Context: an optimization exercise on an open-source flow, tuned for small area, a short achievable clock period and few clock cycles per item. The choices shown serve that exercise and are no tape-out recipe. Function was checked by simulation only, so behaviour that the tests miss may differ from the original. Power figures rest on the tool's default switching activity, not on a simulated workload.

==> design/flow/flow/run.sh <==
#!/bin/bash
# Own layout flow: the standard ORFS flow with two changes.
#  1. After the standard synthesis, flow/polarity.py picks the polarity of
#     each full adder (self-dual) and simple gate so that the inverters Yosys's
#     extract_fa leaves around full adders go away.  Registers, ports and the
#     function are unchanged.
#  2. The port buffers that buffer_ports inserts are sky130_fd_sc_hd__buf_2
#     instead of its default (the slow clkdlybuf4s50_1 delay buffer).
# Each step writes its full output to a log file in this folder.
set -euo pipefail
RES=$PWD/orfs/results/${FLOW_PLATFORM}/dut/base
bash standard.sh synth > standard_synth.log 2>&1
cp $RES/1_2_yosys.v synth_standard.v
python3 flow/polarity.py $FLOW_HOME/platforms/sky130hd/lib/sky130_fd_sc_hd__tt_025C_1v80.lib \
    synth_standard.v $RES/1_2_yosys.v > polarity.log 2>&1
rm -f $RES/1_synth.odb $RES/1_synth.sdc
export REMOVE_ABC_BUFFERS=1
export BUFFER_PORTS_ARGS="-buffer_cell sky130_fd_sc_hd__buf_1"
bash standard.sh finish > standard_finish.log 2>&1
==> design/flow/flow/polarity.py <==
#!/usr/bin/env python3
"""Polarity clean-up of a flat Yosys gate netlist (sky130hd).

Yosys's extract_fa often wraps full adders in inverters on every input and
output (a full adder is self-dual: FA(~a,~b,~c) = ~FA(a,b,c)).  This script
chooses, for every full adder / majority cell, whether to use it in true or
complemented form, and for every simple gate whether to use it or its
complement (and2 <-> nand2, o21a <-> o21ai, ...), so that the inverters the
netlist needs, and the cell area, are smallest.  Every signal keeps its
function; registers, ports and their nets are untouched.

usage: polarity.py LIBERTY IN.v OUT.v
"""
import re, sys, random

lib, src, dst = sys.argv[1:4]

# ---- cell areas from the liberty
areas = {}
for m in re.finditer(r'cell\s*\(\s*"?(sky130_fd_sc_hd__\w+)"?\s*\)\s*\{', open(lib).read()):
    pass
libtxt = open(lib).read()
for m in re.finditer(r'cell\s*\(\s*"?(sky130_fd_sc_hd__\w+)"?\s*\)\s*\{(.*?)\barea\s*:\s*([\d.]+)', libtxt, re.S):
    areas[m.group(1)] = float(m.group(3))

P = 'sky130_fd_sc_hd__'
OUTPINS = {'X', 'Y', 'Q', 'Q_N', 'SUM', 'COUT', 'HI', 'LO'}
SELFDUAL = {'fa': ['A', 'B', 'CIN'], 'maj3': ['A', 'B', 'C']}
PAIRS = [('and2', 'nand2'), ('and3', 'nand3'), ('and4', 'nand4'), ('or2', 'nor2'),
         ('or3', 'nor3'), ('or4', 'nor4'), ('xor2', 'xnor2'), ('xor3', 'xnor3'),
         ('and2b', 'nand2b'), ('or2b', 'nor2b'), ('and3b', 'nand3b'), ('or3b', 'nor3b'),
         ('and4b', 'nand4b'), ('or4b', 'nor4b'), ('and4bb', 'nand4bb'), ('or4bb', 'nor4bb'),
         ('a21o', 'a21oi'), ('o21a', 'o21ai'), ('a211o', 'a211oi'), ('o211a', 'o211ai'),
         ('a22o', 'a22oi'), ('o22a', 'o22ai'), ('a31o', 'a31oi'), ('o31a', 'o31ai'),
         ('a32o', 'a32oi'), ('o32a', 'o32ai'), ('a41o', 'a41oi'), ('o41a', 'o41ai'),
         ('a221o', 'a221oi'), ('o221a', 'o221ai'), ('a311o', 'a311oi'), ('o311a', 'o311ai'),
         ('a2111o', 'a2111oi'), ('o2111a', 'o2111ai'), ('a21bo', 'a21boi'), ('o21ba', 'o21bai'),
         ('a2bb2o', 'a2bb2oi'), ('o2bb2a', 'o2bb2ai'), ('mux2', 'mux2i')]
COMP = {}
for a, b in PAIRS:
    COMP[a] = b; COMP[b] = a

def base_drive(t):
    m = re.fullmatch(P + r'(\w+?)_(\d+)', t)
    return (m.group(1), m.group(2)) if m else (None, None)

def complement(t):
    b, d = base_drive(t)
    if b not in COMP:
        return None
    c = COMP[b]
    if P + c + '_' + d in areas:
        return P + c + '_' + d
    # nearest available drive
    opts = sorted((int(re.search(r'_(\d+)$', n).group(1)), n) for n in areas
                  if re.fullmatch(P + c + r'_\d+', n))
    for dd, n in opts:
        if dd >= max(1, int(d)):
            return n
    return opts[-1][1] if opts else None

text = open(src).read()
mod = re.search(r'module\s+(\w+)\s*\((.*?)\);(.*)endmodule', text, re.S)
body = mod.group(3)
outports = set()
for m in re.finditer(r'^\s*output\s+(\[(\d+):(\d+)\]\s*)?(\S+?);', body, re.M):
    if m.group(1):
        hi, lo = int(m.group(2)), int(m.group(3))
        for i in range(min(hi, lo), max(hi, lo) + 1):
            outports.add(f'{m.group(4)}[{i}]')
    else:
        outports.add(m.group(4))

cellre = re.compile(r'^\s*(sky130_fd_sc_hd__\w+)\s+(\S+)\s*\((.*?)\);', re.S | re.M)
cells = []
for m in cellre.finditer(body):
    pins = [(p, n.strip()) for p, n in re.findall(r'\.(\w+)\(([^()]*)\)', m.group(3))]
    cells.append({'type': m.group(1), 'name': m.group(2), 'pins': pins, 'span': m.span()})
assert 'assign' not in body, 'netlist has assign statements'

def is_inv(c):
    b, _ = base_drive(c['type'])
    return b in ('inv', 'clkinv')

driver = {}
for i, c in enumerate(cells):
    for p, n in c['pins']:
        if p in OUTPINS:
            driver[n] = (i, p)

# inverters treated as inverters: those whose output is not a port net
invcell = set()
for i, c in enumerate(cells):
    if is_inv(c):
        out = dict(c['pins'])['Y']
        if out not in outports:
            invcell.add(i)

def root(n):
    q = 0
    seen = 0
    while n in driver and driver[n][0] in invcell:
        n = dict(cells[driver[n][0]]['pins'])['A']
        q ^= 1
        seen += 1
        assert seen < 100
    return n, q

# flippable cells
kind = {}
for i, c in enumerate(cells):
    if i in invcell:
        continue
    b, _ = base_drive(c['type'])
    outs = [n for p, n in c['pins'] if p in OUTPINS]
    if any(o in outports for o in outs):
        continue
    if b in SELFDUAL:
        kind[i] = 'sd'
    elif complement(c['type']):
        kind[i] = 'gate'

# loads: (cell index, pin, root, parity)
loads = []
for i, c in enumerate(cells):
    if i in invcell:
        continue
    for p, n in c['pins']:
        if p in OUTPINS:
            continue
        r, q = root(n)
        loads.append([i, p, r, q])
# output ports as loads (only if their net is driven through a removable inverter)
for o in outports:
    r, q = root(o)
    if r != o:
        loads.append([-1, o, r, q])

roots_loads = {}
for k, l in enumerate(loads):
    roots_loads.setdefault(l[2], []).append(k)
cell_inroots = {}
for k, l in enumerate(loads):
    if l[0] >= 0:
        cell_inroots.setdefault(l[0], set()).add(l[2])
cell_outroots = {}
for r in roots_loads:
    if r in driver and driver[r][0] not in invcell:
        cell_outroots.setdefault(driver[r][0], set()).add(r)

flip = {i: 0 for i in kind}
INV = areas[P + 'inv_1']

def eff(k):
    i, p, r, q = loads[k]
    e = q
    if i >= 0 and kind.get(i) == 'sd' and p in SELFDUAL[base_drive(cells[i]['type'])[0]]:
        e ^= flip[i]
    if r in driver:
        d = driver[r][0]
        if d in flip:
            e ^= flip[d]
    return e

def root_cost(r):
    return INV if any(eff(k) for k in roots_loads.get(r, [])) else 0.0

def cell_area(i):
    t = cells[i]['type']
    if kind.get(i) == 'gate' and flip[i]:
        t = complement(t)
    return areas[t]

def affected(i):
    s = set(cell_outroots.get(i, ()))
    if kind[i] == 'sd':
        s |= cell_inroots.get(i, set())
    return s

def total():
    return sum(root_cost(r) for r in roots_loads) + sum(cell_area(i) for i in kind)

before = total()
rng = random.Random(1)
order = list(kind)

def move_delta(i):
    rs = affected(i)
    c0 = sum(root_cost(r) for r in rs) + cell_area(i)
    flip[i] ^= 1
    c1 = sum(root_cost(r) for r in rs) + cell_area(i)
    flip[i] ^= 1
    return c1 - c0

# simulated annealing over single flips, then greedy descent; keep the best
cur = before
best = cur
best_flip = dict(flip)
steps = 200 * len(order) if order else 0
T0, T1 = 3.0, 0.02
for k in range(steps):
    T = T0 * (T1 / T0) ** (k / max(1, steps - 1))
    i = order[rng.randrange(len(order))]
    d = move_delta(i)
    if d <= 0 or rng.random() < pow(2.718281828, -d / T):
        flip[i] ^= 1
        cur += d
        if cur < best - 1e-9:
            best = cur
            best_flip = dict(flip)
flip.update(best_flip)
improved = True
while improved:
    improved = False
    for i in order:
        if move_delta(i) < -1e-9:
            flip[i] ^= 1
            improved = True
after = total()

# ---- rebuild
def fmt(n):
    return n + ' ' if n.startswith('\\') else n

newwires = []
neg_net = {}
newcells = []
ninv = 0
for r in roots_loads:
    if any(eff(k) for k in roots_loads[r]):
        nm = f'pol_n{ninv}'
        ninv += 1
        neg_net[r] = nm
        newwires.append(nm)
        newcells.append(f'  {P}inv_1 pol_inv{ninv} (\n    .A({fmt(r)}),\n    .Y({nm})\n  );\n')
conn = {}
portfix = []
for k, l in enumerate(loads):
    i, p, r, q = l
    net = neg_net[r] if eff(k) else r
    if i >= 0:
        conn[(i, p)] = net
    else:
        # output port net: drive it with a buffer from the right polarity
        portfix.append((p, net))
for p, net in portfix:
    newcells.append(f'  {P}buf_1 pol_obuf_{len(newcells)} (\n    .A({fmt(net)}),\n    .X({fmt(p)})\n  );\n')

def render(i, c):
    t = c['type']
    if kind.get(i) == 'gate' and flip[i]:
        t = complement(t)
    parts = []
    for p, n in c['pins']:
        if p in OUTPINS:
            if kind.get(i) == 'gate' and flip[i]:
                p = 'Y' if p == 'X' else 'X'
            parts.append(f'    .{p}({fmt(n)})')
        else:
            parts.append(f'    .{p}({fmt(conn[(i, p)])})')
    return f'  {t} {c["name"]} (\n' + ',\n'.join(parts) + '\n  );\n'

out = []
pos = 0
for i, c in enumerate(cells):
    s, e = c['span']
    out.append(body[pos:s])
    if i not in invcell:
        out.append(render(i, c).rstrip('\n').lstrip('\n'))
    pos = e
out.append(body[pos:])
newbody = ''.join(out)
decl = ''.join(f'  wire {w};\n' for w in newwires)
newbody = decl + newbody.rstrip() + '\n' + ''.join(newcells)
res = text[:mod.start(3)] + newbody + '\nendmodule' + text[mod.end():]
open(dst, 'w').write(res)
nflip = sum(flip.values())
print(f'polarity: {len(invcell)} inverters before, {ninv} after; {nflip} cells flipped '
      f'({sum(1 for i in flip if flip[i] and kind[i]=="sd")} self-dual); '
      f'{len(portfix)} port buffers; area of inverters+flippable {before:.1f} -> {after:.1f}')
==> design/flow/standard.sh <==
#!/bin/bash
# synth_recipe.tcl (not shown) runs the flow's synth.tcl, then flattens the netlist and writes it again
# the make line also repeats each setting of config.mk as NAME=value (left out here)
make -C /OpenROAD-flow-scripts/flow DESIGN_CONFIG=/design/flow/config.mk WORK_HOME=/design/flow/orfs CLKGATE_MAP_FILE= SYNTH_SCRIPT=/design/flow/synth_recipe.tcl "${@:-finish}"
==> design/flow/config.mk <==
export PLATFORM = sky130hd
export DESIGN_NAME = dut
export DESIGN_NICKNAME = dut
export VERILOG_FILES = /design/flow/design.v
export SDC_FILE = /design/flow/constraint.sdc
export NUM_CORES = 4
export LEC_CHECK = 0
export CAP_MARGIN = 20
export CORE_MARGIN = 2
export CORE_UTILIZATION = 65
export CTS_BUF_LIST = sky130_fd_sc_hd__clkbuf_8
export PLACE_DENSITY = 0.75
export SETUP_SLACK_MARGIN = 3.6
export SLEW_MARGIN = 20
==> design/flow/constraint.sdc <==
create_clock -name core_clock -period 7.5 [get_ports {clk}]
set_input_delay 1.5000 -clock core_clock [delete_from_list [all_inputs] [get_ports {clk}]]
set_output_delay 1.5000 -clock core_clock [all_outputs]
set_load 0.01 [all_outputs]
==> design/flow/design.v <==
`timescale 1ns/1ps
module dut #(
    parameter int DATAW = 16
)(
    input  wire                 clk,
    input  wire                 rst_n,
    input  wire                 in_valid,
    output wire                 in_ready,
    input  wire signed [DATAW-1:0] in_data,
    output reg                  out_valid,
    input  wire                 out_ready,
    output wire signed [2*DATAW-1:0] out_data
);
    reg         v1;         
    reg  [15:0] a1;         
    wire        en2 = !out_valid || out_ready;    
    wire        en1 = !v1 || en2;                 
    assign in_ready = en1;
    wire        s    = in_data[15];
    wire [15:0] absx = ({16{s}} ^ in_data) + {15'd0, s};
    always @(posedge clk or negedge rst_n) begin
        if (!rst_n) begin
            v1        <= 1'b0;
            out_valid <= 1'b0;
        end else begin
            if (en1) v1 <= in_valid;
            if (en2) out_valid <= v1;
        end
    end
    always @(posedge clk) begin
        if (in_valid && en1) a1 <= absx;
    end
    wire [14:0] m = a1[14:0];
    wire pp_0_1 = m[0] & m[1];
    wire pp_0_2 = m[0] & m[2];
    wire pp_0_3 = m[0] & m[3];
    wire pp_0_4 = m[0] & m[4];
    wire pp_0_5 = m[0] & m[5];
    wire pp_0_6 = m[0] & m[6];
    wire pp_0_7 = m[0] & m[7];
    wire pp_0_8 = m[0] & m[8];
    wire pp_0_9 = m[0] & m[9];
    wire pp_0_10 = m[0] & m[10];
    wire pp_0_11 = m[0] & m[11];
    wire pp_0_12 = m[0] & m[12];
    wire pp_0_13 = m[0] & m[13];
    wire pp_0_14 = m[0] & m[14];
    wire pp_1_2 = m[1] & m[2];
    wire pp_1_3 = m[1] & m[3];
    wire pp_1_4 = m[1] & m[4];
    wire pp_1_5 = m[1] & m[5];
    wire pp_1_6 = m[1] & m[6];
    wire pp_1_7 = m[1] & m[7];
    wire pp_1_8 = m[1] & m[8];
    wire pp_1_9 = m[1] & m[9];
    wire pp_1_10 = m[1] & m[10];
    wire pp_1_11 = m[1] & m[11];
    wire pp_1_12 = m[1] & m[12];
    wire pp_1_13 = m[1] & m[13];
    wire pp_1_14 = m[1] & m[14];
    wire pp_2_3 = m[2] & m[3];
    wire pp_2_4 = m[2] & m[4];
    wire pp_2_5 = m[2] & m[5];
    wire pp_2_6 = m[2] & m[6];
    wire pp_2_7 = m[2] & m[7];
    wire pp_2_8 = m[2] & m[8];
    wire pp_2_9 = m[2] & m[9];
    wire pp_2_10 = m[2] & m[10];
    wire pp_2_11 = m[2] & m[11];
    wire pp_2_12 = m[2] & m[12];
    wire pp_2_13 = m[2] & m[13];
    wire pp_2_14 = m[2] & m[14];
    wire pp_3_4 = m[3] & m[4];
    wire pp_3_5 = m[3] & m[5];
    wire pp_3_6 = m[3] & m[6];
    wire pp_3_7 = m[3] & m[7];
    wire pp_3_8 = m[3] & m[8];
    wire pp_3_9 = m[3] & m[9];
    wire pp_3_10 = m[3] & m[10];
    wire pp_3_11 = m[3] & m[11];
    wire pp_3_12 = m[3] & m[12];
    wire pp_3_13 = m[3] & m[13];
    wire pp_3_14 = m[3] & m[14];
    wire pp_4_5 = m[4] & m[5];
    wire pp_4_6 = m[4] & m[6];
    wire pp_4_7 = m[4] & m[7];
    wire pp_4_8 = m[4] & m[8];
    wire pp_4_9 = m[4] & m[9];
    wire pp_4_10 = m[4] & m[10];
    wire pp_4_11 = m[4] & m[11];
    wire pp_4_12 = m[4] & m[12];
    wire pp_4_13 = m[4] & m[13];
    wire pp_4_14 = m[4] & m[14];
    wire pp_5_6 = m[5] & m[6];
    wire pp_5_7 = m[5] & m[7];
    wire pp_5_8 = m[5] & m[8];
    wire pp_5_9 = m[5] & m[9];
    wire pp_5_10 = m[5] & m[10];
    wire pp_5_11 = m[5] & m[11];
    wire pp_5_12 = m[5] & m[12];
    wire pp_5_13 = m[5] & m[13];
    wire pp_5_14 = m[5] & m[14];
    wire pp_6_7 = m[6] & m[7];
    wire pp_6_8 = m[6] & m[8];
    wire pp_6_9 = m[6] & m[9];
    wire pp_6_10 = m[6] & m[10];
    wire pp_6_11 = m[6] & m[11];
    wire pp_6_12 = m[6] & m[12];
    wire pp_6_13 = m[6] & m[13];
    wire pp_6_14 = m[6] & m[14];
    wire pp_7_8 = m[7] & m[8];
    wire pp_7_9 = m[7] & m[9];
    wire pp_7_10 = m[7] & m[10];
    wire pp_7_11 = m[7] & m[11];
    wire pp_7_12 = m[7] & m[12];
    wire pp_7_13 = m[7] & m[13];
    wire pp_7_14 = m[7] & m[14];
    wire pp_8_9 = m[8] & m[9];
    wire pp_8_10 = m[8] & m[10];
    wire pp_8_11 = m[8] & m[11];
    wire pp_8_12 = m[8] & m[12];
    wire pp_8_13 = m[8] & m[13];
    wire pp_8_14 = m[8] & m[14];
    wire pp_9_10 = m[9] & m[10];
    wire pp_9_11 = m[9] & m[11];
    wire pp_9_12 = m[9] & m[12];
    wire pp_9_13 = m[9] & m[13];
    wire pp_9_14 = m[9] & m[14];
    wire pp_10_11 = m[10] & m[11];
    wire pp_10_12 = m[10] & m[12];
    wire pp_10_13 = m[10] & m[13];
    wire pp_10_14 = m[10] & m[14];
    wire pp_11_12 = m[11] & m[12];
    wire pp_11_13 = m[11] & m[13];
    wire pp_11_14 = m[11] & m[14];
    wire pp_12_13 = m[12] & m[13];
    wire pp_12_14 = m[12] & m[14];
    wire pp_13_14 = m[13] & m[14];
    wire hs0 = pp_0_11 ^ pp_1_10;
    wire hc0 = pp_0_11 & pp_1_10;
    wire hs1 = pp_0_12 ^ pp_1_11;
    wire hc1 = pp_0_12 & pp_1_11;
    wire fs2 = pp_0_13 ^ pp_1_12 ^ pp_2_11;
    wire fc2 = (pp_0_13 & pp_1_12) | (pp_0_13 & pp_2_11) | (pp_1_12 & pp_2_11);
    wire hs3 = pp_3_10 ^ pp_4_9;
    wire hc3 = pp_3_10 & pp_4_9;
    wire fs4 = pp_0_14 ^ pp_1_13 ^ pp_2_12;
    wire fc4 = (pp_0_14 & pp_1_13) | (pp_0_14 & pp_2_12) | (pp_1_13 & pp_2_12);
    wire hs5 = pp_3_11 ^ pp_4_10;
    wire hc5 = pp_3_11 & pp_4_10;
    wire fs6 = pp_1_14 ^ pp_2_13 ^ pp_3_12;
    wire fc6 = (pp_1_14 & pp_2_13) | (pp_1_14 & pp_3_12) | (pp_2_13 & pp_3_12);
    wire fs7 = pp_4_11 ^ pp_5_10 ^ pp_6_9;
    wire fc7 = (pp_4_11 & pp_5_10) | (pp_4_11 & pp_6_9) | (pp_5_10 & pp_6_9);
    wire fs8 = pp_2_14 ^ pp_3_13 ^ pp_4_12;
    wire fc8 = (pp_2_14 & pp_3_13) | (pp_2_14 & pp_4_12) | (pp_3_13 & pp_4_12);
    wire fs9 = pp_3_14 ^ pp_4_13 ^ pp_5_12;
    wire fc9 = (pp_3_14 & pp_4_13) | (pp_3_14 & pp_5_12) | (pp_4_13 & pp_5_12);
    wire hs10 = pp_0_7 ^ pp_1_6;
    wire hc10 = pp_0_7 & pp_1_6;
    wire hs11 = pp_0_8 ^ pp_1_7;
    wire hc11 = pp_0_8 & pp_1_7;
    wire fs12 = pp_0_9 ^ pp_1_8 ^ pp_2_7;
    wire fc12 = (pp_0_9 & pp_1_8) | (pp_0_9 & pp_2_7) | (pp_1_8 & pp_2_7);
    wire hs13 = pp_3_6 ^ pp_4_5;
    wire hc13 = pp_3_6 & pp_4_5;
    wire fs14 = pp_0_10 ^ pp_1_9 ^ pp_2_8;
    wire fc14 = (pp_0_10 & pp_1_9) | (pp_0_10 & pp_2_8) | (pp_1_9 & pp_2_8);
    wire hs15 = pp_3_7 ^ pp_4_6;
    wire hc15 = pp_3_7 & pp_4_6;
    wire fs16 = hs0 ^ pp_2_9 ^ pp_3_8;
    wire fc16 = (hs0 & pp_2_9) | (hs0 & pp_3_8) | (pp_2_9 & pp_3_8);
    wire fs17 = pp_4_7 ^ pp_5_6 ^ m[6];
    wire fc17 = (pp_4_7 & pp_5_6) | (pp_4_7 & m[6]) | (pp_5_6 & m[6]);
    wire fs18 = hc0 ^ hs1 ^ pp_2_10;
    wire fc18 = (hc0 & hs1) | (hc0 & pp_2_10) | (hs1 & pp_2_10);
    wire fs19 = pp_3_9 ^ pp_4_8 ^ pp_5_7;
    wire fc19 = (pp_3_9 & pp_4_8) | (pp_3_9 & pp_5_7) | (pp_4_8 & pp_5_7);
    wire fs20 = hc1 ^ fs2 ^ hs3;
    wire fc20 = (hc1 & fs2) | (hc1 & hs3) | (fs2 & hs3);
    wire fs21 = pp_5_8 ^ pp_6_7 ^ m[7];
    wire fc21 = (pp_5_8 & pp_6_7) | (pp_5_8 & m[7]) | (pp_6_7 & m[7]);
    wire fs22 = fc2 ^ hc3 ^ fs4;
    wire fc22 = (fc2 & hc3) | (fc2 & fs4) | (hc3 & fs4);
    wire fs23 = hs5 ^ pp_5_9 ^ pp_6_8;
    wire fc23 = (hs5 & pp_5_9) | (hs5 & pp_6_8) | (pp_5_9 & pp_6_8);
    wire fs24 = fc4 ^ hc5 ^ fs6;
    wire fc24 = (fc4 & hc5) | (fc4 & fs6) | (hc5 & fs6);
    wire fs25 = fs7 ^ pp_7_8 ^ m[8];
    wire fc25 = (fs7 & pp_7_8) | (fs7 & m[8]) | (pp_7_8 & m[8]);
    wire fs26 = fc6 ^ fc7 ^ fs8;
    wire fc26 = (fc6 & fc7) | (fc6 & fs8) | (fc7 & fs8);
    wire fs27 = pp_5_11 ^ pp_6_10 ^ pp_7_9;
    wire fc27 = (pp_5_11 & pp_6_10) | (pp_5_11 & pp_7_9) | (pp_6_10 & pp_7_9);
    wire fs28 = fc8 ^ fs9 ^ pp_6_11;
    wire fc28 = (fc8 & fs9) | (fc8 & pp_6_11) | (fs9 & pp_6_11);
    wire fs29 = pp_7_10 ^ pp_8_9 ^ m[9];
    wire fc29 = (pp_7_10 & pp_8_9) | (pp_7_10 & m[9]) | (pp_8_9 & m[9]);
    wire fs30 = fc9 ^ pp_4_14 ^ pp_5_13;
    wire fc30 = (fc9 & pp_4_14) | (fc9 & pp_5_13) | (pp_4_14 & pp_5_13);
    wire fs31 = pp_6_12 ^ pp_7_11 ^ pp_8_10;
    wire fc31 = (pp_6_12 & pp_7_11) | (pp_6_12 & pp_8_10) | (pp_7_11 & pp_8_10);
    wire fs32 = pp_5_14 ^ pp_6_13 ^ pp_7_12;
    wire fc32 = (pp_5_14 & pp_6_13) | (pp_5_14 & pp_7_12) | (pp_6_13 & pp_7_12);
    wire fs33 = pp_8_11 ^ pp_9_10 ^ m[10];
    wire fc33 = (pp_8_11 & pp_9_10) | (pp_8_11 & m[10]) | (pp_9_10 & m[10]);
    wire fs34 = pp_6_14 ^ pp_7_13 ^ pp_8_12;
    wire fc34 = (pp_6_14 & pp_7_13) | (pp_6_14 & pp_8_12) | (pp_7_13 & pp_8_12);
    wire fs35 = pp_7_14 ^ pp_8_13 ^ pp_9_12;
    wire fc35 = (pp_7_14 & pp_8_13) | (pp_7_14 & pp_9_12) | (pp_8_13 & pp_9_12);
    wire hs36 = pp_0_5 ^ pp_1_4;
    wire hc36 = pp_0_5 & pp_1_4;
    wire hs37 = pp_0_6 ^ pp_1_5;
    wire hc37 = pp_0_6 & pp_1_5;
    wire fs38 = hs10 ^ pp_2_5 ^ pp_3_4;
    wire fc38 = (hs10 & pp_2_5) | (hs10 & pp_3_4) | (pp_2_5 & pp_3_4);
    wire fs39 = hc10 ^ hs11 ^ pp_2_6;
    wire fc39 = (hc10 & hs11) | (hc10 & pp_2_6) | (hs11 & pp_2_6);
    wire fs40 = hc11 ^ fs12 ^ hs13;
    wire fc40 = (hc11 & fs12) | (hc11 & hs13) | (fs12 & hs13);
    wire fs41 = fc12 ^ hc13 ^ fs14;
    wire fc41 = (fc12 & hc13) | (fc12 & fs14) | (hc13 & fs14);
    wire fs42 = fc14 ^ hc15 ^ fs16;
    wire fc42 = (fc14 & hc15) | (fc14 & fs16) | (hc15 & fs16);
    wire fs43 = fc16 ^ fc17 ^ fs18;
    wire fc43 = (fc16 & fc17) | (fc16 & fs18) | (fc17 & fs18);
    wire fs44 = fc18 ^ fc19 ^ fs20;
    wire fc44 = (fc18 & fc19) | (fc18 & fs20) | (fc19 & fs20);
    wire fs45 = fc20 ^ fc21 ^ fs22;
    wire fc45 = (fc20 & fc21) | (fc20 & fs22) | (fc21 & fs22);
    wire fs46 = fc22 ^ fc23 ^ fs24;
    wire fc46 = (fc22 & fc23) | (fc22 & fs24) | (fc23 & fs24);
    wire fs47 = fc24 ^ fc25 ^ fs26;
    wire fc47 = (fc24 & fc25) | (fc24 & fs26) | (fc25 & fs26);
    wire fs48 = fc26 ^ fc27 ^ fs28;
    wire fc48 = (fc26 & fc27) | (fc26 & fs28) | (fc27 & fs28);
    wire fs49 = fc28 ^ fc29 ^ fs30;
    wire fc49 = (fc28 & fc29) | (fc28 & fs30) | (fc29 & fs30);
    wire fs50 = fc30 ^ fc31 ^ fs32;
    wire fc50 = (fc30 & fc31) | (fc30 & fs32) | (fc31 & fs32);
    wire fs51 = fc32 ^ fc33 ^ fs34;
    wire fc51 = (fc32 & fc33) | (fc32 & fs34) | (fc33 & fs34);
    wire fs52 = fc34 ^ fs35 ^ pp_10_11;
    wire fc52 = (fc34 & fs35) | (fc34 & pp_10_11) | (fs35 & pp_10_11);
    wire fs53 = fc35 ^ pp_8_14 ^ pp_9_13;
    wire fc53 = (fc35 & pp_8_14) | (fc35 & pp_9_13) | (pp_8_14 & pp_9_13);
    wire fs54 = pp_9_14 ^ pp_10_13 ^ pp_11_12;
    wire fc54 = (pp_9_14 & pp_10_13) | (pp_9_14 & pp_11_12) | (pp_10_13 & pp_11_12);
    wire hs55 = pp_0_3 ^ pp_1_2;
    wire hc55 = pp_0_3 & pp_1_2;
    wire hs56 = pp_0_4 ^ pp_1_3;
    wire hc56 = pp_0_4 & pp_1_3;
    wire fs57 = hs36 ^ pp_2_3 ^ m[3];
    wire fc57 = (hs36 & pp_2_3) | (hs36 & m[3]) | (pp_2_3 & m[3]);
    wire fs58 = hc36 ^ hs37 ^ pp_2_4;
    wire fc58 = (hc36 & hs37) | (hc36 & pp_2_4) | (hs37 & pp_2_4);
    wire fs59 = hc37 ^ fs38 ^ m[4];
    wire fc59 = (hc37 & fs38) | (hc37 & m[4]) | (fs38 & m[4]);
    wire fs60 = fc38 ^ fs39 ^ pp_3_5;
    wire fc60 = (fc38 & fs39) | (fc38 & pp_3_5) | (fs39 & pp_3_5);
    wire fs61 = fc39 ^ fs40 ^ m[5];
    wire fc61 = (fc39 & fs40) | (fc39 & m[5]) | (fs40 & m[5]);
    wire fs62 = fc40 ^ fs41 ^ hs15;
    wire fc62 = (fc40 & fs41) | (fc40 & hs15) | (fs41 & hs15);
    wire fs63 = fc41 ^ fs42 ^ fs17;
    wire fc63 = (fc41 & fs42) | (fc41 & fs17) | (fs42 & fs17);
    wire fs64 = fc42 ^ fs43 ^ fs19;
    wire fc64 = (fc42 & fs43) | (fc42 & fs19) | (fs43 & fs19);
    wire fs65 = fc43 ^ fs44 ^ fs21;
    wire fc65 = (fc43 & fs44) | (fc43 & fs21) | (fs44 & fs21);
    wire fs66 = fc44 ^ fs45 ^ fs23;
    wire fc66 = (fc44 & fs45) | (fc44 & fs23) | (fs45 & fs23);
    wire fs67 = fc45 ^ fs46 ^ fs25;
    wire fc67 = (fc45 & fs46) | (fc45 & fs25) | (fs46 & fs25);
    wire fs68 = fc46 ^ fs47 ^ fs27;
    wire fc68 = (fc46 & fs47) | (fc46 & fs27) | (fs47 & fs27);
    wire fs69 = fc47 ^ fs48 ^ fs29;
    wire fc69 = (fc47 & fs48) | (fc47 & fs29) | (fs48 & fs29);
    wire fs70 = fc48 ^ fs49 ^ fs31;
    wire fc70 = (fc48 & fs49) | (fc48 & fs31) | (fs49 & fs31);
    wire fs71 = fc49 ^ fs50 ^ fs33;
    wire fc71 = (fc49 & fs50) | (fc49 & fs33) | (fs50 & fs33);
    wire fs72 = fc50 ^ fs51 ^ pp_9_11;
    wire fc72 = (fc50 & fs51) | (fc50 & pp_9_11) | (fs51 & pp_9_11);
    wire fs73 = fc51 ^ fs52 ^ m[11];
    wire fc73 = (fc51 & fs52) | (fc51 & m[11]) | (fs52 & m[11]);
    wire fs74 = fc52 ^ fs53 ^ pp_10_12;
    wire fc74 = (fc52 & fs53) | (fc52 & pp_10_12) | (fs53 & pp_10_12);
    wire fs75 = fc53 ^ fs54 ^ m[12];
    wire fc75 = (fc53 & fs54) | (fc53 & m[12]) | (fs54 & m[12]);
    wire fs76 = fc54 ^ pp_10_14 ^ pp_11_13;
    wire fc76 = (fc54 & pp_10_14) | (fc54 & pp_11_13) | (pp_10_14 & pp_11_13);
    wire fs77 = pp_11_14 ^ pp_12_13 ^ m[13];
    wire fc77 = (pp_11_14 & pp_12_13) | (pp_11_14 & m[13]) | (pp_12_13 & m[13]);
    wire [29:0] ra = {1'b0, pp_13_14, fc77, fc76, fc75, fc74, fc73, fc72, fc71, fc70, fc69, fc68, fc67, fc66, fc65, fc64, fc63, fc62, fc61, fc60, fc59, fc58, fc57, hc56, hc55, hs55, pp_0_2, pp_0_1, 1'b0, m[0]};
    wire [29:0] rb = {1'b0, m[14], pp_12_14, fs77, fs76, fs75, fs74, fs73, fs72, fs71, fs70, fs69, fs68, fs67, fs66, fs65, fs64, fs63, fs62, fs61, fs60, fs59, fs58, fs57, hs56, m[2], 1'b0, m[1], 1'b0, 1'b0};
    reg f_r;    
    reg [29:0] s_r;    
    reg [7:0] g_r;    
    wire [8:0] bs0 = {1'b0, ra[7:0]} + {1'b0, rb[7:0]};
    wire [3:0] bs1 = {1'b0, ra[10:8]} + {1'b0, rb[10:8]};
    wire [3:0] bs2 = {1'b0, ra[13:11]} + {1'b0, rb[13:11]};
    wire [3:0] bs3 = {1'b0, ra[16:14]} + {1'b0, rb[16:14]};
    wire [3:0] bs4 = {1'b0, ra[19:17]} + {1'b0, rb[19:17]};
    wire [3:0] bs5 = {1'b0, ra[22:20]} + {1'b0, rb[22:20]};
    wire [3:0] bs6 = {1'b0, ra[25:23]} + {1'b0, rb[25:23]};
    wire [3:0] bs7 = {1'b0, ra[28:26]} + {1'b0, rb[28:26]};
    wire [1:0] bs8 = {1'b0, ra[29:29]} + {1'b0, rb[29:29]};
    always @(posedge clk) begin
        if (v1 && en2) begin
            f_r <= a1[15];
            s_r[7:0] <= bs0[7:0];
            g_r[0] <= bs0[8];
            s_r[10:8] <= bs1[2:0];
            g_r[1] <= bs1[3];
            s_r[13:11] <= bs2[2:0];
            g_r[2] <= bs2[3];
            s_r[16:14] <= bs3[2:0];
            g_r[3] <= bs3[3];
            s_r[19:17] <= bs4[2:0];
            g_r[4] <= bs4[3];
            s_r[22:20] <= bs5[2:0];
            g_r[5] <= bs5[3];
            s_r[25:23] <= bs6[2:0];
            g_r[6] <= bs6[3];
            s_r[28:26] <= bs7[2:0];
            g_r[7] <= bs7[3];
            s_r[29:29] <= bs8[0:0];
        end
    end
    wire bp1 = &s_r[10:8];
    wire bp2 = &s_r[13:11];
    wire bp3 = &s_r[16:14];
    wire bp4 = &s_r[19:17];
    wire bp5 = &s_r[22:20];
    wire bp6 = &s_r[25:23];
    wire bp7 = &s_r[28:26];
    wire pg0 = g_r[1] | (bp1 & g_r[0]);
    wire pg1 = g_r[3] | (bp3 & g_r[2]);
    wire pp1 = bp3 & bp2;
    wire pg2 = g_r[2] | (bp2 & pg0);
    wire pg3 = pg1 | (pp1 & pg0);
    wire pg4 = g_r[5] | (bp5 & g_r[4]);
    wire pp4 = bp5 & bp4;
    wire pg5 = g_r[7] | (bp7 & g_r[6]);
    wire pp5 = bp7 & bp6;
    wire pg6 = g_r[6] | (bp6 & pg4);
    wire pp6 = bp6 & pp4;
    wire pg7 = pg5 | (pp5 & pg4);
    wire pp7 = pp5 & pp4;
    wire pg8 = g_r[4] | (bp4 & pg3);
    wire pg9 = pg4 | (pp4 & pg3);
    wire pg10 = pg6 | (pp6 & pg3);
    wire pg11 = pg7 | (pp7 & pg3);
    wire [29:0] sq;
    assign sq[7:0] = s_r[7:0];
    assign sq[8] = s_r[8] ^ (g_r[0]);
    assign sq[9] = s_r[9] ^ (g_r[0] & s_r[8]);
    assign sq[10] = s_r[10] ^ (g_r[0] & s_r[8] & s_r[9]);
    assign sq[11] = s_r[11] ^ (pg0);
    assign sq[12] = s_r[12] ^ (pg0 & s_r[11]);
    assign sq[13] = s_r[13] ^ (pg0 & s_r[11] & s_r[12]);
    assign sq[14] = s_r[14] ^ (pg2);
    assign sq[15] = s_r[15] ^ (pg2 & s_r[14]);
    assign sq[16] = s_r[16] ^ (pg2 & s_r[14] & s_r[15]);
    assign sq[17] = s_r[17] ^ (pg3);
    assign sq[18] = s_r[18] ^ (pg3 & s_r[17]);
    assign sq[19] = s_r[19] ^ (pg3 & s_r[17] & s_r[18]);
    assign sq[20] = s_r[20] ^ (pg8);
    assign sq[21] = s_r[21] ^ (pg8 & s_r[20]);
    assign sq[22] = s_r[22] ^ (pg8 & s_r[20] & s_r[21]);
    assign sq[23] = s_r[23] ^ (pg9);
    assign sq[24] = s_r[24] ^ (pg9 & s_r[23]);
    assign sq[25] = s_r[25] ^ (pg9 & s_r[23] & s_r[24]);
    assign sq[26] = s_r[26] ^ (pg10);
    assign sq[27] = s_r[27] ^ (pg10 & s_r[26]);
    assign sq[28] = s_r[28] ^ (pg10 & s_r[26] & s_r[27]);
    assign sq[29] = s_r[29] ^ (pg11);
    assign out_data = {1'b0, f_r, sq[29:2], 1'b0, sq[0]};
endmodule
==> impl_results.md, run 1 <==
* Status: complete, no violations
* Core area at 8636 um2
* H-tree depth at 2
* DR vias/cell at 5.548
* Count of final setup violators at 0
* Via Count at between 3000 and 4000
* Die Wd at 97.86 um
* Setup TNS at 0 ns
* Site Rows at 34
* Switching power total at around 0.7 mW
* Worst Path Arrival at around 2.3 ns
* Drt first pass iters at 4
* CTS Buf Count at 5
* Worst-margin pin slew at slightly above 0.9 ns
* Max FO, Critical Path at 2
* Root Buffer: clkbuf_8
* Flop pwr share at 32.0%
* Hold Path Class: reg -> reg
* Critical path type: reg -> out
* Fin. Hold Viols at 0
* Register-to-register setup slack at 3.76 ns
* Switching part of the total power at 40.47%
* CP Launch Type: flop
* Hold Crit Depth at 0
* Power per cell area at about 280 nW/um2
* Post-Syn Area at between 5000 and 6000 um2
* Syn_area_per_cell at 11.32 um2
* Final WL at between 10000 and 15000 um
* GRT Residual Overflow at 0
* Synth warn at 1
* RR Endpoint: s_r[16]
* Max VDD drop at ~110 uV
* Reg2Reg Depth at 9
* Vias in the first global route at 3990
* Hold slack at about 0.48 ns
* Minimum clock period at about 3.8 ns
* Clock power frac at between 10% and 20%
* Clk_skew at between 0.01 and 0.015 ns
* Max transition margin at about 39%
* WL/cell at around 16 um
* Initial DRC Count at ~140
* Clock transition at path regs at 0.11 ns
* MaxCap Viol Count at 0
* Placer's final routability congestion estimate at roughly 0.80
* Ports at between 50 and 60
* Fmax achieved at approximately 0.26 GHz
* Largest net degree at the start of global routing at 38
* Port Buf Inserts at 51
* Nets at 710
* Skew-Pair Late Insertion Delay at roughly 0.32 ns
* Nature of the critical path endpoint: primary output
* Die height at around 98 um
* Total power at about 1.7 mW
* Syn-to-layout area delta at 9.091%
* # clock sinks at 55
* Clock buffer depth at 2
* Gate power share at between 50% and 60%
* Cells after Synth at 506
* Antenna Cells at 0
* Global-route wire length before repair at about 18000 um
* Reg-to-reg startpoint: a1[0]
* GRT Total Usage at a little under a quarter
* CP required at around 6.0 ns
* DP Wirelength at about 7900 um
* Fin crit share at 50.86%
* Place WS at between 3 and 4 ns
* LEAKAGE at between 2 and 3 nW
* Ratio of cells with drive above 1 in the final layout at around a tenth
* Die area at about 9600 um2
* Final WS setup at roughly 3.7 ns
* Slew Viols, Final at 0
* Final core utilization at ~72%
* RSZ-0062 raised after global routing: yes
* DRC viols at 0
* Worst hold start: a1[15]
* Initial antenna violation count at 0
* Pint at 1.033 mW
* Hold endpoint: f_r
* Initial core utilization at between 60% and 70%
* Final ANT Viol Nets at 0
* CTS tree: yes
worst max path at each step:
stage | startpoint | end | slack (ns)
floorplan | a1[13] | s_r[16] | 3.92
global placement | in_data[15] | a1[13] | 3.51
detailed placement | in_data[15] | a1[13] | 3.39
CTS | s_r[9] | out_data[22] | 3.63
global route | g_r[0] | out_data[28] | 3.59
finish | g_r[0] | out_data[28] | 3.69
power by group through the flow:
stage	clock network, mW	logic [mW]	registers [mW]
4_1_cts	0.179	0.966	0.566
3_5_place_dp	0	0.935	0.574
6_report	0.176	1.01	0.555
2_1_floorplan	0	0.705	0.552
3_3_place_gp	0	0.874	0.567
5_1_grt	0.188	1.14	0.567
worst max-delay path, stage by stage (launching register included):
cell and delay, ns:
edfxtp_1 0.41, a41o_1 0.27, a41o_2 0.28, inv_4 0.08, o31ai_4 0.07, a41o_1 0.26, ha_2 0.21, ha_4 0.15
xor2_1 0.13, buf_2 0.14
registers in the layout (all words and copies together) (netlist names):
signal	count
s_r	28
a1	16
g_r	8
f_r	1
out_valid	1
v1	1
cell usage in the layout (no fill, tap or decap), types with 2 or more instances in the layout:
cell        instances
clkinvlp_4          2
conb_1              2
a31oi_1             2
and2_1             68
edfxtp_1           53
clkbuf_8            5
buf_4              31
inv_1              36
buf_1              48
a41oi_1             2
nor2_1              5
a21o_1             13
dfrtp_1             2
o22ai_1             2
and3_1              2
nor2b_1             4
nand2b_1            9
ha_1               58
nand4_1             2
o21ai_0             8
xor2_1             21
a21oi_1             6
a41o_2              2
nor3_1              3
xnor2_1            23
buf_2               2
fa_1               66
and4b_1             2
mux2i_1             3
o21ai_1             2
nand2_1            42
nand3_1             3
a41o_1              5
layout make-up:
type,instances,area (um2)
fill,670,2390
multi-input combinational,383,3807
timing repair buffer,82,427.9
sequential,55,1642
tap,108,135.1
clock inverter,3,23.77
inverter,37,141.4
clock buffer,5,68.82
timing repair:
item                                    CTS  global route
pin swaps                                 3             6
setup buffers                             4            27
hold buffers                              0             0
gates resized for setup                   5             6
endpoints found under the hold margin     0             0
endpoints found under the setup margin    5             9
metal layers:
metal  GRT usage [%]  vias to the layer above  share of wire, %
li1                -                     1809                 -
met1           29.76                     1854                45
met2           43.26                       66                53
met3           2.362                        5               2.1
met4           3.846                        0              0.61
met5               0                        -                 0
through the flow:
step,cells,cell area (um2)
detailed placement,634,5878
global placement,634,5878
finish,673,6246
CTS,646,6017
floorplan,475,5550
global route,673,6246
Testbench counts, summed over its fixed seeds: cycles 16,016, items 16,000.
==> inputs of run 2 (changes only) <==
--- a/design/flow/flow/run.sh
+++ b/design/flow/flow/run.sh
@@ -14,6 +14,5 @@
 python3 flow/polarity.py $FLOW_HOME/platforms/sky130hd/lib/sky130_fd_sc_hd__tt_025C_1v80.lib \
     synth_standard.v $RES/1_2_yosys.v > polarity.log 2>&1
 rm -f $RES/1_synth.odb $RES/1_synth.sdc
-export REMOVE_ABC_BUFFERS=1
 export BUFFER_PORTS_ARGS="-buffer_cell sky130_fd_sc_hd__buf_1"
 bash standard.sh finish > standard_finish.log 2>&1
--- a/design/flow/config.mk
+++ b/design/flow/config.mk
@@ -10,5 +10,5 @@
 export CORE_UTILIZATION = 65
 export CTS_BUF_LIST = sky130_fd_sc_hd__clkbuf_8
 export PLACE_DENSITY = 0.75
-export SETUP_SLACK_MARGIN = 3.6
+export SETUP_SLACK_MARGIN = 3.8
 export SLEW_MARGIN = 20
==> run 2 against run 1 <==
  * Sequential share of layout area is 0.75 points lower
  * Clock-buffer cell count is the same
  * Sequential cell count did not move
  * Combinational power grew 4%
  * Via count grew 4.3%
  * Hold slack got worse by 0.027 ns
  * Non-clock buffer count rose by 21
  * Register-to-register slack better by 0.11 ns
  * Fmax rose by 1.8%
  * Routed wire length rose by 5.5%
  * Critical endpoint unchanged
  * Largest power group unchanged
==> impl_results.md, run 2 <==
* Minimum clock period at 3.746 ns (-0.06795 ns)
* Top flop regs: s_r x28, a1 x16, g_r x8
* DP Wirelength at 7625 um (-2.9%)
* Port Buf Inserts at 51 (unchanged)
* Initial antenna violation count at 0 (unchanged)
* Hold Path Class: reg -> reg
* Reg with most FFs: s_r
* Clock power frac at 9.5% (-0.6 points)
* Cells after Synth at 506 (unchanged)
* Initial DRC Count at 199 (+46%)
* Final ANT Viol Nets at 0 (unchanged)
* Placer's final routability congestion estimate at 0.8405 (+4.5%)
* # clock sinks at 55 (unchanged)
* CP Launch Type: flop
* Worst-margin pin slew at 0.7453 ns (-0.1740 ns)
* Nets at 731 (+3.0%)
* Power per cell area at 274.3 nW/um2 (-1.3%)
* Clk_skew at 0.007689 ns (-0.003528 ns)
* Final core utilization at 74.46% (+2.1 points)
* Gate power share at 59.3% (+1.4 points)
* Post-Syn Area at 5725 um2 (unchanged)
* Syn-to-layout area delta at 12.30%
* CTS Buf Count at 5 (unchanged)
* Global-route wire length before repair at 18670 um (+2.4%)
* Skew-Pair Late Insertion Delay at 0.32 ns (about the same)
* RSZ-0062 raised after global routing: yes
* Register-to-register setup slack at 3.87 ns (+0.11 ns)
* Vias in the first global route at 3965 (-0.63%)
* Syn_area_per_cell at 11.32 um2 (unchanged)
* GRT Total Usage at 24.01% (+0.82 points)
* Setup TNS at 0 ns (unchanged)
* Hold Buf Count CTS at 0 (unchanged)
* Die height at 97.86 um (unchanged)
* Number of flip-flops in the largest register at 28 (unchanged)
* CP required at 6.00 ns (about the same)
* Initial core utilization at 66.30% (unchanged)
* Pint at 1.063 mW (+2.8%)
* Site Rows at 34 (unchanged)
* Die area at 9576 um2 (unchanged)
* Root Buffer: clkbuf_8
* Most frequent cells in the layout: and2_1 (66), fa_1 (62), ha_1 (55)
* LEAKAGE at 2.946 nW (+3.9%)
* Final WL at 11110 um (+5.5%)
* Critical path type: reg -> out
* Fin crit share at 49.95% (-0.91 points)
* Largest net degree at the start of global routing at 38 (unchanged)
* Via Count at 3894 (+4.3%)
* Ratio of cells with drive above 1 in the final layout at 15.36% (+5.3 points)
* Clock transition at path regs at 0.10 ns (about the same)
* Synth warn at 1 (unchanged)
* WL/cell at 16.01 um (+2.3%)
* GRT Residual Overflow at 0 (unchanged)
* Max transition margin at 50.31% (+12 points)
* Max VDD drop at 128.2 uV (+12%)
* Ports at 54 (unchanged)
* DRC viols at 0 (unchanged)
* MaxCap Viol Count at 0 (unchanged)
* Switching power total at 0.7007 mW (-0.25%)
* Count of final setup violators at 0 (unchanged)
* Nature of the critical path endpoint: primary output
* Flop pwr share at 31.2% (-0.8 points)
* Switching part of the total power at 39.73% (-0.73 points)
* Core area at 8636 um2 (unchanged)
* Worst Path Arrival at 2.25 ns (-0.06 ns)
* Fin. Hold Viols at 0 (unchanged)
* Commonest non-fill, non-tap cell in the layout: and2_1
* Slew Viols, Final at 0 (unchanged)
* Fill cell count at 615 (-8.2%)
* Die Wd at 97.86 um (unchanged)
* CTS tree: yes
* DR vias/cell at 5.611 (+1.1%)
* Antenna Cells at 0 (unchanged)
* Status: complete, no violations
* Drt first pass iters at 4 (unchanged)
* H-tree depth at 2 (unchanged)
* Fmax achieved at 0.2669 GHz (+1.8%)
* Max FO, Critical Path at 2 (unchanged)
* Clock buffer depth at 2 (unchanged)
[run 2: final timing paths]
kind,from,end,cells past startpoint
worst max-delay path,s_r[9],out_data[28],9
worst min-delay path,a1[15],f_r,0
worst max register to register,a1[2],s_r[16],11
worst min register to register,a1[15],f_r,0
max in group asynchronous,rst_n,v1,1
min in group asynchronous,rst_n,out_valid,1
[run 2: stage by stage]
step	hold WS, ns	std cells	power (mW)	setup slack, ns	instance area, um2
final	0.4516	694	1.764	3.754	6430
after global routing	0.4534	694	1.947	3.622	6430
after CTS	0.4473	672	1.736	3.724	6238
after detailed placement	0.4209	636	1.507	3.715	5892
after global placement	0.4202	636	1.449	3.763	5892
after floorplan	0.4003	507	1.276	3.866	5729
[run 2: worst max-delay path, stage by stage, from the launching register on]
cell	delay, ns
edfxtp_1	0.36
a41o_1	0.20
a41o_2	0.22
inv_2	0.06
o31ai_4	0.24
a41o_1	0.24
ha_2	0.20
ha_4	0.12
xor2_1	0.14
buf_2	0.15
[run 2: final cells by class]
class	instances	area, um2	share of cell area, %
Tap cell	108	135.1	2.102
Clock inverter	3	16.27	0.2530
Inverter	37	138.9	2.160
Clock buffer	5	68.82	1.070
Timing Repair Buffer	103	596.8	9.282
Sequential cell	55	1642	25.53
Multi-Input combinational cell	383	3832	59.60
[run 2: power by group through the flow]
stage | Sequential [mW] | Clock [mW] | Combinational (mW)
floorplan | 0.538 | 0 | 0.739
global placement | 0.567 | 0 | 0.883
global route | 0.563 | 0.184 | 1.20
CTS | 0.552 | 0.168 | 1.02
detailed placement | 0.572 | 0 | 0.934
finish | 0.551 | 0.167 | 1.05
[run 2: repair_timing]
| item | 4_1_cts | 5_1_grt |
|---|---|---|
| buffers inserted | 28 | 22 |
| setup endpoints to repair | 15 | 16 |
| resized for setup | 14 | 14 |
| pin swaps | 7 | 8 |
[run 2: routing by layer]
metal	up-vias	GRT usage (%)	routed length, um
met5	-	0	0
met4	0	4.274	221
met3	17	2.863	487
met2	101	42.10	5623
met1	1923	32.87	4778
li1	1853	-	-
==> inputs of run 3 (changes only) <==
--- a/design/flow/config.mk
+++ b/design/flow/config.mk
@@ -9,6 +9,7 @@
 export CORE_MARGIN = 2
 export CORE_UTILIZATION = 65
 export CTS_BUF_LIST = sky130_fd_sc_hd__clkbuf_8
+export GPL_TIMING_DRIVEN = 1
 export PLACE_DENSITY = 0.75
-export SETUP_SLACK_MARGIN = 3.8
+export SETUP_SLACK_MARGIN = 3.6
 export SLEW_MARGIN = 20
==> run 3 against run 2 <==
  * Largest cell class unchanged
  * Register-to-register slack worse by 0.11 ns
  * Non-clock buffer count shrank 20
  * Critical path depth is the same
  * Critical path type unchanged
  * Highest routed layer unchanged
==> impl_results.md, run 3 <==
* Register area at 1642 um2 (unchanged)
* Top flop regs: s_r x28, a1 x16, g_r x8
* Worst Path Arrival at 2.27 ns (+0.02 ns)
* CP max-delay cell: edfxtp_1
* Max transition margin at 49.91% (-0.41 points)
* Vias in the first global route at 3860 (-2.6%)
* Placer's final routability congestion estimate at 0.8405 (unchanged)
* Largest net degree at the start of global routing at 38 (unchanged)
* Setup TNS at 0 ns (unchanged)
* Initial DRC Count at 116 (-42%)
* Fmax achieved at 0.2650 GHz (-0.72%)
* CP required at 6.00 ns (about the same)
* H-tree depth at 2 (unchanged)
* Reg with most FFs: s_r
* Die height at 97.86 um (unchanged)
* Clock buffer depth at 2 (unchanged)
* CP Launch Type: flop
* Place WS at 3.715 ns (unchanged)
* Clock transition at path regs at 0.10 ns (about the same)
* Max FO, Critical Path at 2 (unchanged)
* CTS Buf Count at 5 (unchanged)
* CTS tree: yes
* DP Wirelength at 7625 um (unchanged)
* Slew Viols, Final at 0 (unchanged)
* Port Buf Inserts at 51 (unchanged)
* RR Endpoint: g_r[3]
* Final core utilization at 72.23% (-2.2 points)
* Core area at 8636 um2 (unchanged)
* Via Count at 3748 (-3.7%)
* Initial core utilization at 66.30% (unchanged)
* Critical path type: reg -> out
* GRT Total Usage at 22.58% (-1.4 points)
* Drt first pass iters at 4 (unchanged)
* Worst-margin pin slew at 0.7514 ns (+0.006126 ns)
* Max VDD drop at 136.8 uV (+6.7%)
* Hold Buf Count CTS at 0 (unchanged)
* Syn_area_per_cell at 11.32 um2 (unchanged)
* Most frequent cells in the layout: and2_1 (69), fa_1 (66), ha_1 (58)
* Commonest non-fill, non-tap cell in the layout: and2_1
* Status: complete, no violations
* Post-Syn Area at 5725 um2 (unchanged)
* Reg-to-reg startpoint: a1[13]
* Count of final setup violators at 0 (unchanged)
* Root Buffer: clkbuf_8
* GRT Residual Overflow at 0 (unchanged)
* Final ANT Viol Nets at 0 (unchanged)
* Cell Count, Final, Fillers Out at 674 (-2.9%)
* Site Rows at 34 (unchanged)
* Die Wd at 97.86 um (unchanged)
* Worst setup path endpoint: out_data[28]
* DRC viols at 0 (unchanged)
* Antenna Cells at 0 (unchanged)
* Fin. Hold Viols at 0 (unchanged)
* Nets at 711 (-2.7%)
* Crit path launch: g_r[0]
* Number of flip-flops in the largest register at 28 (unchanged)
* Fill cell count at 643 (+4.6%)
* Skew-Pair Late Insertion Delay at 0.32 ns (about the same)
* Die area at 9576 um2 (unchanged)
* Worst-path cell chain: a41o_1 -> a41o_2 -> inv_2 -> o31ai_4 -> a41o_1 -> ha_2 -> ha_4 -> xor2_1 -> buf_2
* Nature of the critical path endpoint: primary output
* RSZ-0062 raised after global routing: no
* Synth warn at 1 (unchanged)
* Critical Path Max Stage Delay at 0.41 ns (+0.05 ns)
* Inst Count DP at 636 (unchanged)
* Initial antenna violation count at 0 (unchanged)
* Ratio of cells with drive above 1 in the final layout at 9.541% (-5.8 points)
* LEAKAGE at 2.839 nW (-3.6%)
* Final WL at 10180 um (-8.3%)
* Cell mode on critical path: a41o_1
* Fin crit share at 50.31% (+0.36 points)
* Minimum clock period at 3.773 ns (+0.02712 ns)
* # clock sinks at 55 (unchanged)
* DR vias/cell at 5.561 (-0.89%)
* MaxCap Viol Count at 0 (unchanged)
* Area of the multi-input gates at 3802 um2 (-0.78%)
* Power per cell area at 273.0 nW/um2 (-0.45%)
* Clk_skew at 0.007677 ns (-0.00001185 ns)
* Syn-to-layout area delta at 8.938%
* WL/cell at 15.11 um (-5.6%)
* Global-route wire length before repair at 17750 um (-5.0%)
* Register-to-register setup slack at 3.76 ns (-0.11 ns)
* Hold Path Class: reg -> reg
* Reg2Reg Depth at 8 (-3)
* Cells after Synth at 506 (unchanged)
* Final WS setup at 3.727 ns (-0.02712 ns)
* Ports at 54 (unchanged)
[run 3: area by class of cell]
cell class / count / area share (%)
Sequential cell: 55 / 26.32
Tap cell: 108 / 2.167
Clock buffer: 5 / 1.103
Clock inverter: 3 / 0.2608
Timing Repair Buffer: 83 / 6.961
Multi-Input combinational cell: 383 / 60.96
Inverter: 37 / 2.227
[run 3: worst max-delay path, delay by kind of cell (launching register included)]
family	cells	cell delay, ns
compound gates	4	0.84
flops	1	0.41
fa+ha+maj	2	0.35
buf+inv	2	0.23
xor+xnor	1	0.13
[run 3: power by group]
| group | total [mW] | switching, mW | internal, mW |
|---|---|---|---|
| clock network | 0.165 | 0.100 | 0.0643 |
| registers | 0.558 | 0.0654 | 0.492 |
| logic | 0.981 | 0.517 | 0.464 |
| total | 1.70 | 0.682 | 1.02 |
[run 3: per-layer routing]
metal	wire (um)	part of all wire (%)	global-route usage [%]
met5	0	0	0
met4	72	0.71	4.808
met3	317	3.1	2.792
met2	5132	50	38.67
met1	4661	46	31.32
[run 3: worst min path at each step]
stage                       from  endpoint  slack [ns]  cells after the start
final                     a1[15]       f_r        0.45                      0
after global placement    a1[15]       f_r        0.42                      0
after detailed placement  a1[15]       f_r        0.42                      0
after global routing      a1[15]       f_r        0.45                      0
after floorplan           a1[15]       f_r        0.40                      0
after CTS                 a1[15]       f_r        0.45                      0
[run 3: timing repair]
item / in CTS / in global routing
cloned: 0 / 0
pin swaps: 2 / 6
resized for setup: 5 / 4
setup endpoints to repair: 4 / 9
setup buffers: 4 / 26
endpoints found under the hold margin: 0 / 0
[run 3: stage by stage]
stage	power, mW	instance area, um2	hold WS, ns
2_1_floorplan	1.276	5729	0.4003
3_3_place_gp	1.449	5892	0.4202
3_5_place_dp	1.507	5892	0.4209
4_1_cts	1.693	6023	0.4473
5_1_grt	1.890	6237	0.4535
6_report	1.703	6237	0.4508
==> inputs of run 4 (changes only) <==
--- a/design/flow/config.mk
+++ b/design/flow/config.mk
@@ -7,9 +7,8 @@
 export LEC_CHECK = 0
 export CAP_MARGIN = 20
 export CORE_MARGIN = 2
-export CORE_UTILIZATION = 65
+export CORE_UTILIZATION = 80
 export CTS_BUF_LIST = sky130_fd_sc_hd__clkbuf_8
-export GPL_TIMING_DRIVEN = 1
-export PLACE_DENSITY = 0.75
+export PLACE_DENSITY = 0.85
 export SETUP_SLACK_MARGIN = 3.6
 export SLEW_MARGIN = 20
==> run 4 against run 3 <==
  * Cell count stayed put
  * Sequential share of layout area fell by 0.43 points
  * Global-route usage rose by 7.3 points
  * Clock skew rose by 0.0058 ns
  * Via count is 17% higher
  * Critical endpoint unchanged
  * Largest cell class unchanged
  * Largest power group unchanged
==> impl_results.md, run 4 <==
* Fill cell count at 244 (-62%)
* Clock buffer depth at 2 (unchanged)
* Inst Count DP at 623 (-2.0%)
* DR vias/cell at 6.503 (+17%)
* Largest net degree at the start of global routing at 38 (unchanged)
* Slew Viols, Final at 0 (unchanged)
* Final ANT Viol Nets at 0 (unchanged)
* DP Area at 5869 um2 (-0.38%)
* Max VDD drop at 145.1 uV (+6.1%)
* Port Buf Inserts at 51 (unchanged)
* Post-Syn Area at 5725 um2 (unchanged)
* H-tree depth at 2 (unchanged)
* Global-route wire length before repair at 17850 um (+0.59%)
* RSZ-0062 raised after global routing: yes
* Minimum clock period at 3.932 ns (+0.1584 ns)
* Clk_skew at 0.01352 ns (+0.005846 ns)
* Synth warn at 1 (unchanged)
* Pint at 1.091 mW (+6.9%)
* Final core utilization at 92.31% (+20 points)
* Core area at 6869 um2 (-20%)
* Syn_area_per_cell at 11.32 um2 (unchanged)
* Initial antenna violation count at 0 (unchanged)
* CP Launch Type: flop
* Top flop regs: s_r x28, a1 x16, g_r x8
* Flop pwr share at 29.7% (-3.0 points)
* Antenna Cells at 0 (unchanged)
* Die area at 7850 um2 (-18%)
* Reg with most FFs: s_r
* Fin. Hold Viols at 0 (unchanged)
* GRT Residual Overflow at 0 (unchanged)
* Count of final setup violators at 0 (unchanged)
* Skew-Pair Late Insertion Delay at 0.33 ns (about the same)
* Most frequent cells in the layout: and2_1 (69), fa_1 (66), ha_1 (58)
* Max transition margin at 49.33% (-0.58 points)
* # clock sinks at 55 (unchanged)
* Switching part of the total power at 42.44% (+2.4 points)
* Fin crit share at 52.42% (+2.1 points)
* CTS tree: yes
* Critical path type: reg -> out
* Via Count at 4383 (+17%)
* Commonest non-fill, non-tap cell in the layout: and2_1
* DRC viols at 0 (unchanged)
* Total power at 1.895 mW (+11%)
* Ratio of cells with drive above 1 in the final layout at 11.76% (+2.2 points)
* Ports at 54 (unchanged)
* Clock transition at path regs at 0.10 ns (about the same)
* Hold slack at 0.4453 ns (-0.005584 ns)
* Cells after Synth at 506 (unchanged)
* Power per cell area at 298.8 nW/um2 (+9.4%)
* Cell Count, Final, Fillers Out at 674 (unchanged)
* Die height at 88.60 um (-9.5%)
* WL/cell at 21.81 um (+44%)
* Placer's final routability congestion estimate at 0.8777 (+4.4%)
* Root Buffer: clkbuf_8
* Drt first pass iters at 8 (+4)
* DP Wirelength at 7928 um (+4.0%)
* Nature of the critical path endpoint: primary output
* Status: complete, no violations
* Switching power total at 0.8043 mW (+18%)
* Hold Buf Count CTS at 0 (unchanged)
* Clock power frac at 10.9% (+1.2 points)
* Place WS at 3.448 ns (-0.2667 ns)
* Nets at 723 (+1.7%)
* Vias in the first global route at 3896 (+0.93%)
* Final WS setup at 3.568 ns (-0.1584 ns)
* GRT Total Usage at 29.83% (+7.3 points)
* Number of flip-flops in the largest register at 28 (unchanged)
* CP required at 6.00 ns (about the same)
* Die Wd at 88.60 um (-9.5%)
* Initial DRC Count at 502 (+330%)
* Final instance area at 6341 um2 (+1.7%)
* MaxCap Viol Count at 0 (unchanged)
* Hold Path Class: reg -> reg
* LEAKAGE at 2.912 nW (+2.6%)
* Site Rows at 30 (-12%)
* Max FO, Critical Path at 2 (unchanged)
* Setup TNS at 0 ns (unchanged)
* Syn-to-layout area delta at 10.75%
* Gate power share at 59.4% (+1.8 points)
* Final WL at 14700 um (+44%)
* Worst-margin pin slew at 0.7601 ns (+0.008703 ns)
* CTS Buf Count at 5 (unchanged)
* Initial core utilization at 83.35% (+17 points)
* Fmax achieved at 0.2543 GHz (-4.0%)
* Worst Path Arrival at 2.43 ns (+0.16 ns)
-- run 4: layer usage --
layer	GRT usage [%]	wire (um)	vias to the layer above	share of wire, %
met5	0	0	-	0
met4	7.438	825	0	5.6
met3	3.451	1192	106	8.1
met2	53.66	7334	332	50
met1	38.96	5347	2110	36
li1	-	-	1835	-
-- run 4: area by class of cell --
class	instances	area, um2	share of cell area, %
clock buffer	5	68.82	1.085
inverter	37	138.9	2.190
timing repair buffer	95	525.5	8.287
multi-input combinational	383	3802	59.96
tap	96	120.1	1.894
clock inverter	3	43.79	0.6906
sequential	55	1642	25.89
-- run 4: final timing paths --
check / start / endpoint / slack, ns / cells past startpoint
max: s_r[8] / out_data[28] / 3.57 / 9
min: a1[15] / f_r / 0.45 / 0
max reg2reg: a1[1] / s_r[19] / 3.57 / 9
min reg2reg: a1[15] / f_r / 0.45 / 0
max in group asynchronous: rst_n / v1 / 6.45 / 1
min in group asynchronous: rst_n / out_valid / 0.93 / 1
-- run 4: power by group through the flow --
stage	Clock (mW)	Combinational, mW	Sequential (mW)
after CTS	0.200	0.988	0.565
after floorplan	0	0.739	0.538
final	0.207	1.13	0.563
after global placement	0	0.865	0.565
after detailed placement	0	0.957	0.573
after global routing	0.212	1.25	0.573
-- run 4: repair_timing --
| item | in CTS | in global routing |
|---|---|---|
| buffers inserted | 4 | 39 |
| pin swaps | 2 | 5 |
| endpoints found under the hold margin | 0 | 0 |
| setup endpoints to repair | 5 | 10 |
| gates resized for setup | 4 | 6 |
-- run 4: worst max-delay path: stages (launching register included) --
cell and delay, ns:
edfxtp_1 0.41, a41o_1 0.22, a41o_2 0.22, inv_2 0.06, o31ai_4 0.28, a41o_1 0.26, ha_2 0.20, ha_4 0.12
xor2_1 0.18, buf_2 0.16
==> inputs of run 5 (changes only) <==
--- a/design/flow/flow/run.sh
+++ b/design/flow/flow/run.sh
@@ -4,7 +4,7 @@
 #     each full adder (self-dual) and simple gate so that the inverters Yosys's
 #     extract_fa leaves around full adders go away.  Registers, ports and the
 #     function are unchanged.
-#  2. The port buffers that buffer_ports inserts are sky130_fd_sc_hd__buf_2
+#  2. The port buffers that buffer_ports inserts are sky130_fd_sc_hd__buf_1
 #     instead of its default (the slow clkdlybuf4s50_1 delay buffer).
 # Each step writes its full output to a log file in this folder.
 set -euo pipefail
--- a/design/flow/config.mk
+++ b/design/flow/config.mk
@@ -7,8 +7,8 @@
 export LEC_CHECK = 0
 export CAP_MARGIN = 20
 export CORE_MARGIN = 2
-export CORE_UTILIZATION = 80
+export CORE_UTILIZATION = 65
 export CTS_BUF_LIST = sky130_fd_sc_hd__clkbuf_8
-export PLACE_DENSITY = 0.85
-export SETUP_SLACK_MARGIN = 3.6
+export PLACE_DENSITY = 0.75
+export SETUP_SLACK_MARGIN = 3.7
 export SLEW_MARGIN = 20
==> run 5 against run 4 <==
  * Largest cell class unchanged
  * Via count is 13% lower
  * Area after synthesis stayed put
  * Power is 9.6% lower
  * Critical path type unchanged
  * Sequential cell count stayed put
  * Synthesized cell count stayed put
  * Clock power is about 20% lower
  * Clock-buffer cell count stayed put
  * Routed wire length is 30% lower
==> impl_results.md, run 5 <==
* Status: complete, no violations
* CTS Buf Count at 5 (unchanged)
* Reg2Reg Depth at 9 (unchanged)
* Global-route wire length before repair at 17750 um (-0.58%)
* Power per cell area at 271.9 nW/um2 (-9.0%)
* Clock power frac at 9.7% (-1.2 points)
* CP Launch Type: flop
* Vias in the first global route at 3860 (-0.92%)
* Cell mode on critical path: a41o_1
* Crit. path cell count at 9 (unchanged)
* Syn-to-layout area delta at 10.03%
* GRT Total Usage at 22.58% (-7.3 points)
* Via Count at 3816 (-13%)
* Die area at 9576 um2 (+22%)
* Slew Viols, Final at 0 (unchanged)
* H-tree depth at 2 (unchanged)
* Clk_skew at 0.008624 ns (-0.004899 ns)
* Top flop regs: s_r x28, a1 x16, g_r x8
* Worst-path cell chain: a41o_1 -> a41o_2 -> inv_2 -> o31ai_4 -> a41o_1 -> ha_2 -> ha_4 -> xor2_1 -> buf_2
* Max FO, Critical Path at 2 (unchanged)
* WL/cell at 15.14 um (-31%)
* Core area at 8636 um2 (+26%)
* LEAKAGE at 2.882 nW (-1.0%)
* Commonest non-fill, non-tap cell in the layout: and2_1
* Clock transition at path regs at 0.10 ns (about the same)
* Pint at 1.027 mW (-5.8%)
* Fin crit share at 50.11% (-2.3 points)
* Antenna Cells at 0 (unchanged)
* Worst setup path endpoint: out_data[28]
* Critical path's top delay family: compound AO/OA/AOI/OAI gates
* Syn_area_per_cell at 11.32 um2 (unchanged)
* Critical Path Max Stage Delay at 0.36 ns (-0.05 ns)
* Site Rows at 34 (+13%)
* Fmax achieved at 0.2661 GHz (+4.6%)
* Reg with most FFs: s_r
* # clock sinks at 55 (unchanged)
* Number of flip-flops in the largest register at 28 (unchanged)
* Final WL at 10330 um (-30%)
* DR vias/cell at 5.595 (-14%)
* Synth warn at 1 (unchanged)
* CTS tree: yes
* Nature of the critical path endpoint: primary output
* Final ANT Viol Nets at 0 (unchanged)
* Clock buffer depth at 2 (unchanged)
* Most frequent cells in the layout: and2_1 (69), fa_1 (66), ha_1 (58)
* Total power at 1.713 mW (-9.6%)
* Max transition margin at 48.75% (-0.58 points)
* Hold Buf Count CTS at 0 (unchanged)
* Switching part of the total power at 40.04% (-2.4 points)
* GRT Residual Overflow at 0 (unchanged)
* Switching power total at 0.6858 mW (-15%)
* Flop pwr share at 32.3% (+2.6 points)
* Port Buf Inserts at 51 (unchanged)
* Max VDD drop at 137.0 uV (-5.6%)
* Nets at 719 (-0.55%)
* Minimum clock period at 3.758 ns (-0.1735 ns)
* Ports at 54 (unchanged)
* Post-Syn Area at 5725 um2 (unchanged)
* Hold slack at 0.4512 ns (+0.005939 ns)
* Cells after Synth at 506 (unchanged)
* RR Endpoint: g_r[3]
* Placer's final routability congestion estimate at 0.8405 (-4.2%)
* Count of final setup violators at 0 (unchanged)
* Critical path type: reg -> out
* CP required at 6.00 ns (about the same)
* CP max-delay cell: edfxtp_1
* Root Buffer: clkbuf_8
* Worst Path Arrival at 2.26 ns (-0.17 ns)
* Ratio of cells with drive above 1 in the final layout at 11.15% (-0.61 points)
* Fin. Hold Viols at 0 (unchanged)
* Buf/Inv on CP at 2 (unchanged)
[run 5: stage by stage]
stage	util (%)	setup slack [ns]	instances	cell area (um2)
2_1_floorplan	-	3.866	507	5729
3_3_place_gp	68.23	3.763	636	5892
3_5_place_dp	68.23	3.715	636	5892
4_1_cts	69.75	3.711	648	6023
5_1_grt	72.95	3.611	682	6300
6_report	72.95	3.742	682	6300
[run 5: area by class of cell]
| cell class | count | area [um2] | area share (%) |
|---|---|---|---|
| repair buffers | 91 | 493.0 | 7.825 |
| clock buffers | 5 | 68.82 | 1.092 |
| clock inverters | 3 | 16.27 | 0.2582 |
| inverters | 37 | 138.9 | 2.205 |
| well taps | 108 | 135.1 | 2.145 |
| flip-flops and latches | 55 | 1642 | 26.06 |
| multi-input cells | 383 | 3806 | 60.42 |
[run 5: timing repair]
action | CTS | global route
gates resized for setup | 5 | 6
endpoints found under the hold margin | 0 | 0
setup endpoints to repair | 8 | 12
pin swaps | 5 | 0
buffers inserted | 4 | 34
[run 5: power by group through the flow]
stage	sequential, mW	clock [mW]	combinational (mW)
6_report	0.554	0.165	0.994
5_1_grt	0.566	0.183	1.15
4_1_cts	0.564	0.168	0.961
3_5_place_dp	0.572	0	0.934
3_3_place_gp	0.567	0	0.883
2_1_floorplan	0.538	0	0.739
[run 5: metal layers]
layer / global-route usage [%] / vias to the layer above / routed length, um
met3: 2.792 / 8 / 381
met5: 0 / - / 0
met4: 4.808 / 0 / 85
met1: 31.32 / 1900 / 4623
met2: 38.67 / 77 / 5236
li1: - / 1831 / -
[run 5: worst min-delay path by stage]
stage / startpoint / to / slack [ns] / depth (start not counted)
after detailed placement: a1[15] / f_r / 0.42 / 0
after floorplan: a1[15] / f_r / 0.40 / 0
after global placement: a1[15] / f_r / 0.42 / 0
after global routing: a1[15] / f_r / 0.45 / 0
final: a1[15] / f_r / 0.45 / 0
after CTS: a1[15] / f_r / 0.45 / 0
